This is an optimization exercise on Yosys and OpenROAD, whose aim is small area, a short achievable clock period and few clock cycles per item, not a production implementation.
Function was checked by simulation only, so behaviour that the tests miss may differ from the original.
No activity file was given, so power comes from the tool's default toggle rates.

== oak ==
==> flow/design.v <==
module cmpsub #(parameter W=32) (input [W-1:0] a, input [W-1:0] b, output [W-1:0] d, output c);
wire [W-1:0] p = a ^ ~b;
wire [W-1:0] g0 = a & ~b;
wire G_0_0 = g0[0] | p[0];
wire ng1 = g0[1] | (p[1] & G_0_0);
wire ng2 = g0[3] | (p[3] & g0[2]);
wire np2 = p[3] & p[2];
wire ng3 = g0[5] | (p[5] & g0[4]);
wire np3 = p[5] & p[4];
wire ng4 = g0[7] | (p[7] & g0[6]);
wire np4 = p[7] & p[6];
wire ng5 = g0[9] | (p[9] & g0[8]);
wire np5 = p[9] & p[8];
wire ng6 = g0[11] | (p[11] & g0[10]);
wire np6 = p[11] & p[10];
wire ng7 = g0[13] | (p[13] & g0[12]);
wire np7 = p[13] & p[12];
wire ng8 = g0[15] | (p[15] & g0[14]);
wire np8 = p[15] & p[14];
wire ng9 = g0[17] | (p[17] & g0[16]);
wire np9 = p[17] & p[16];
wire ng10 = g0[19] | (p[19] & g0[18]);
wire np10 = p[19] & p[18];
wire ng11 = g0[21] | (p[21] & g0[20]);
wire np11 = p[21] & p[20];
wire ng12 = g0[23] | (p[23] & g0[22]);
wire np12 = p[23] & p[22];
wire ng13 = g0[25] | (p[25] & g0[24]);
wire np13 = p[25] & p[24];
wire ng14 = g0[27] | (p[27] & g0[26]);
wire np14 = p[27] & p[26];
wire ng15 = g0[29] | (p[29] & g0[28]);
wire np15 = p[29] & p[28];
wire ng16 = g0[31] | (p[31] & g0[30]);
wire np16 = p[31] & p[30];
wire ng17 = ng2 | (np2 & ng1);
wire ng18 = ng4 | (np4 & ng3);
wire np18 = np4 & np3;
wire ng19 = ng6 | (np6 & ng5);
wire np19 = np6 & np5;
wire ng20 = ng8 | (np8 & ng7);
wire np20 = np8 & np7;
wire ng21 = ng10 | (np10 & ng9);
wire np21 = np10 & np9;
wire ng22 = ng12 | (np12 & ng11);
wire np22 = np12 & np11;
wire ng23 = ng14 | (np14 & ng13);
wire np23 = np14 & np13;
wire ng24 = ng16 | (np16 & ng15);
wire np24 = np16 & np15;
wire ng25 = ng18 | (np18 & ng17);
wire ng26 = ng20 | (np20 & ng19);
wire np26 = np20 & np19;
wire ng27 = ng22 | (np22 & ng21);
wire np27 = np22 & np21;
wire ng28 = ng24 | (np24 & ng23);
wire np28 = np24 & np23;
wire ng29 = ng26 | (np26 & ng25);
wire ng30 = ng28 | (np28 & ng27);
wire np30 = np28 & np27;
wire ng31 = ng30 | (np30 & ng29);
wire ng32 = ng27 | (np27 & ng29);
wire ng33 = ng19 | (np19 & ng25);
wire ng34 = ng21 | (np21 & ng29);
wire ng35 = ng23 | (np23 & ng32);
wire ng36 = ng3 | (np3 & ng17);
wire ng37 = ng5 | (np5 & ng25);
wire ng38 = ng7 | (np7 & ng33);
wire ng39 = ng9 | (np9 & ng29);
wire ng40 = ng11 | (np11 & ng34);
wire ng41 = ng13 | (np13 & ng32);
wire ng42 = ng15 | (np15 & ng35);
wire ng43 = g0[2] | (p[2] & ng1);
wire ng44 = g0[4] | (p[4] & ng17);
wire ng45 = g0[6] | (p[6] & ng36);
wire ng46 = g0[8] | (p[8] & ng25);
wire ng47 = g0[10] | (p[10] & ng37);
wire ng48 = g0[12] | (p[12] & ng33);
wire ng49 = g0[14] | (p[14] & ng38);
wire ng50 = g0[16] | (p[16] & ng29);
wire ng51 = g0[18] | (p[18] & ng39);
wire ng52 = g0[20] | (p[20] & ng34);
wire ng53 = g0[22] | (p[22] & ng40);
wire ng54 = g0[24] | (p[24] & ng32);
wire ng55 = g0[26] | (p[26] & ng41);
wire ng56 = g0[28] | (p[28] & ng35);
wire ng57 = g0[30] | (p[30] & ng42);
assign d[0] = ~p[0];
assign d[1] = p[1] ^ G_0_0;
assign d[2] = p[2] ^ ng1;
assign d[3] = p[3] ^ ng43;
assign d[4] = p[4] ^ ng17;
assign d[5] = p[5] ^ ng44;
assign d[6] = p[6] ^ ng36;
assign d[7] = p[7] ^ ng45;
assign d[8] = p[8] ^ ng25;
assign d[9] = p[9] ^ ng46;
assign d[10] = p[10] ^ ng37;
assign d[11] = p[11] ^ ng47;
assign d[12] = p[12] ^ ng33;
assign d[13] = p[13] ^ ng48;
assign d[14] = p[14] ^ ng38;
assign d[15] = p[15] ^ ng49;
assign d[16] = p[16] ^ ng29;
assign d[17] = p[17] ^ ng50;
assign d[18] = p[18] ^ ng39;
assign d[19] = p[19] ^ ng51;
assign d[20] = p[20] ^ ng34;
assign d[21] = p[21] ^ ng52;
assign d[22] = p[22] ^ ng40;
assign d[23] = p[23] ^ ng53;
assign d[24] = p[24] ^ ng32;
assign d[25] = p[25] ^ ng54;
assign d[26] = p[26] ^ ng41;
assign d[27] = p[27] ^ ng55;
assign d[28] = p[28] ^ ng35;
assign d[29] = p[29] ^ ng56;
assign d[30] = p[30] ^ ng42;
assign d[31] = p[31] ^ ng57;
assign c = ng31;
endmodule
module vector_divider #(
    parameter RAM_SIZE = 10,
    parameter N = 5,
    parameter NBITS = 32
)(
    input clock,
    input reset,
    output [RAM_SIZE-1:0] Addr,
    output [NBITS-1:0] Wdata,
    input [NBITS-1:0] Rdata,
    input [RAM_SIZE-1:0] Ndata,
    output Wenable,
    input startvd,
    output reg busyvd
);
localparam RX = 4;            
localparam XW = 32 + RX;      
localparam [3:0] IDLE = 4'b1000,
                 P1   = 4'b1001,    
                 P2   = 4'b1010,    
                 E    = 4'b1011,    
                 C1   = 4'b0000,    
                 C2   = 4'b1100,    
                 W1   = 4'b1101,    
                 D1   = 4'b0100,    
                 W2   = 4'b0101;    
reg [3:0] state, nstate;
reg first;
reg [8:0] h;
reg [31:0] R, Q;
reg [XW-1:0] X;
reg [5:0] j;
wire [31:0] diff;
wire nb;
cmpsub #(.W(32)) u_sub (.a(R), .b(X[31:0]), .d(diff), .c(nb));
wire ge = nb & ~|X[XW-1:32];
wire ph1 = (state == D1) | (state == P1);
wire shl = ge & ~j[5];                  
wire [8:0] h1 = h + 9'd1;
wire last = (h1 == Ndata[8:0]);         
wire done2 = (j == 6'd0);
wire alo = state[3];
wire we = state[2];
assign Addr = {we ? h : h1, alo};
assign Wdata = alo ? R : Q;
assign Wenable = we & ~first;
always @(*) begin
    nstate = state;
    case (state)
        IDLE: if (startvd) nstate = C1;
        C1:   nstate = C2;
        C2:   nstate = D1;
        D1:   nstate = shl ? P1 : E;
        P1:   if (!shl) nstate = P2;
        P2:   if (done2) nstate = last ? W1 : C1;
        E:    nstate = last ? W1 : C1;
        W1:   nstate = W2;
        W2:   nstate = IDLE;
        default: nstate = IDLE;
    endcase
end
always @(posedge clock) begin
    if (reset) begin
        state <= IDLE;
        h <= 9'h1ff;
        first <= 1'b0;
        busyvd <= 1'b0;
    end else begin
        state <= nstate;
        busyvd <= (nstate != IDLE);
        if (state == IDLE && startvd)
            first <= 1'b1;
        if (state == D1) begin
            h <= h1;
            first <= 1'b0;
        end
        if (state == W2)
            h <= 9'h1ff;
    end
end
always @(posedge clock) begin
    if (state == C1)
        X <= {{RX-1{1'b0}}, Rdata, 1'b0};
    else if (ph1 && shl)
        X <= {X[XW-1-RX:0], {RX{1'b0}}};
    else
        X <= {1'b0, X[XW-1:1]};
    if (state == C2)
        R <= Rdata;
    else if (state == P2 && ge)
        R <= diff;
    if (state == D1)
        Q <= 32'd0;
    else if (state == P2)
        Q <= {Q[30:0], ge};
    if (state == C1)
        j <= 6'd1;
    else if (ph1 && shl)
        j <= j + RX;
    else
        j <= j - 6'd1;
end
endmodule
==> flow/config.mk <==
export PLATFORM = sky130hd
export DESIGN_NAME = vector_divider
export DESIGN_NICKNAME = vector_divider
export VERILOG_FILES = /design/flow/design.v
export SDC_FILE = /design/flow/constraint.sdc
export NUM_CORES = 4
export LEC_CHECK = 0
export CAP_MARGIN = 20
export CORE_MARGIN = 2
export CORE_UTILIZATION = 40
export SETUP_SLACK_MARGIN = 1.2
export SLEW_MARGIN = 20
==> flow/constraint.sdc <==
create_clock -name core_clock -period 4.5 [get_ports {clock}]
set_input_delay 0.9000 -clock core_clock [delete_from_list [all_inputs] [get_ports {clock}]]
set_output_delay 0.9000 -clock core_clock [all_outputs]
set_load 0.01 [all_outputs]
standard.sh (not shown) runs the stock make flow with config.mk's settings and CLKGATE_MAP_FILE= SYNTH_SCRIPT=/design/flow/synth_recipe.tcl, a recipe that flattens the netlist after the stock synthesis.
==> flow/flow/run.sh <==
#!/bin/bash
cd "$(dirname "$0")/.."
export BUFFER_PORTS_ARGS="-buffer_cell sky130_fd_sc_hd__buf_1"
export CTS_ARGS="-sink_clustering_enable -repair_clock_nets -buf_list sky130_fd_sc_hd__clkbuf_8 -dont_use_dummy_load"
export REMOVE_ABC_BUFFERS=1
bash standard.sh > standard_run.log 2>&1
Testbench counts of oak, summed over its fixed seeds: cycles 7,930, items 700.
Modified inputs, pine compared to oak
-- flow/flow/run.sh --
<<< oak, line 5
export REMOVE_ABC_BUFFERS=1
>>> pine, line 5
-- flow/config.mk --
<<< oak, line 10
export CORE_UTILIZATION = 40
export SETUP_SLACK_MARGIN = 1.2
>>> pine, line 10
export CORE_UTILIZATION = 50
export SETUP_SLACK_MARGIN = 1.3
### Flow results
- pine against oak: setup slack of the critical path after layout shows an increase of 0.078 ns; maximum fanout along the worst path shows a reduction of 1; total power shows an increase of about 0.6%; sequential share of layout area shows no meaningful change; number of global-route vias before repair shows an increase of 159.
- In the metrics for oak and pine, the one carrying the higher average detailed-routed wire length per instance is pine.
- pine reached the final stage; the timing, DRC and antenna checks on its layout passed.
- Diff oak -> pine: wire length of the first global-routing pass fell by about 4%; count of placed standard cells in the final layout, fillers left out decreased 42; summed negative setup slack over all endpoints flat.

---

Starts from the design.v that is shown in full above.
clock: 4.5 ns
lec_check: 0
cap_margin: 20
core_margin: 2
core_utilization: 40
cts_buf_list: sky130_fd_sc_hd__clkbuf_8
setup_slack_margin: 1.3
slew_margin: 20
==> flow/flow/run.sh <==
#!/bin/bash
cd "$(dirname "$0")/.."
cp standard.sh standard_sh_copy.log
export BUFFER_PORTS_ARGS="-buffer_cell sky130_fd_sc_hd__buf_1"
bash standard.sh > standard_run.log 2>&1
The baseline went through all stages and came out clean.
Testbench counts at the start, summed over its fixed seeds: cycles 7,930, items 700.
Edit:
--- a/flow/flow/run.sh
+++ b/flow/flow/run.sh
@@ -3 +2,0 @@
-cp standard.sh standard_sh_copy.log
@@ -4,0 +4 @@
+export CTS_ARGS="-sink_clustering_enable -repair_clock_nets -root_buf sky130_fd_sc_hd__clkbuf_8 -buf_list sky130_fd_sc_hd__clkbuf_4 -dont_use_dummy_load"
Power drops by about a fifth.
Global-route usage decreases by 0.21 points.
Maximum frequency goes down slightly.
Cell count came out lower slightly.
Routed wire length decreases slightly.
Setup slack gets worse by 0.039 ns.
Edit:
==> flow/flow/run.sh (replaced) <==
#!/bin/bash
cd "$(dirname "$0")/.."
export BUFFER_PORTS_ARGS="-buffer_cell sky130_fd_sc_hd__buf_1"
export CTS_ARGS="-sink_clustering_enable -repair_clock_nets -buf_list sky130_fd_sc_hd__clkbuf_8 -dont_use_dummy_load"
bash standard.sh > standard_run.log 2>&1
Settings changed: CAP_MARGIN 20 to 0, CTS_BUF_LIST sky130_fd_sc_hd__clkbuf_8 to default, SLEW_MARGIN 20 to 0.
- maximum frequency goes up by 1.9%
- core utilization is higher by 0.52 points
- die area stays the same
- global-route usage hardly moves
Edit:
--- a/flow/flow/run.sh
+++ b/flow/flow/run.sh
@@ -4,0 +5 @@
+export RECOVER_POWER=100
Settings changed: CAP_MARGIN 0 to 20, CTS_BUF_LIST from default to sky130_fd_sc_hd__clkbuf_8, SLEW_MARGIN 0 to 20.
What happened: The changed run finished with timing, DRC and antenna clean. Count of clock-buffer cells in the layout is unchanged. Total power fell by 1.1%. Worst setup slack is worse by 0.37 ns. Core utilization is lower by 0.53 points. Wire length is about the same. Via count stays flat. First-iteration DRC count is higher by 3.0%. Critical path depth went up by 1. Sequential cell count stays the same. Global-route usage is unchanged.

[separate check: timing with driven ports]
The flow's constraints put no driver on any port. The routed layouts listed below were extracted and timed again, unchanged, in two steps.
Step 1 assumes that a clkbuf_16 drives the clock port and a buf_2 every other input.
Step 2 moves the port delays by t, midway between the first and last clock arrival at a register: inputs arrive t later, outputs are due t later. That takes back most of the time a late clock gives input paths.
a / b / c = ideal / step 1 / step 2; a / b = the first two.
| run | t, ns | setup WS [ns] | hold slack, ns | worst slew at a driven data input, ns | pins driven straight from the clock port |
|---|---|---|---|---|---|
| oak | 0.475 | 1.308 / 1.308 / 1.308 | 0.445 / 0.445 / 0.445 | 0.05 | 1 |
| pine | 0.471 | 1.386 / 1.386 / 1.386 | 0.450 / 0.450 / 0.450 | 0.04 | 1 |
| the first run of note 2 | 0.479 | 1.379 / 1.379 / 1.379 | 0.442 / 0.442 / 0.442 | 0.05 | 1 |
| the second run of note 2 | 0.447 | 1.340 / 1.340 / 1.340 | 0.428 / 0.428 / 0.428 | 0.06 | 1 |
| the third run of note 2 | 0.469 | 1.399 / 1.399 / 1.399 | 0.432 / 0.432 / 0.432 | 0.06 | 1 |
| the fourth run of note 2 | 0.478 | 1.029 / 1.029 / 1.029 | 0.431 / 0.431 / 0.431 | 0.06 | 1 |
After both steps setup and hold are still met in every run listed.
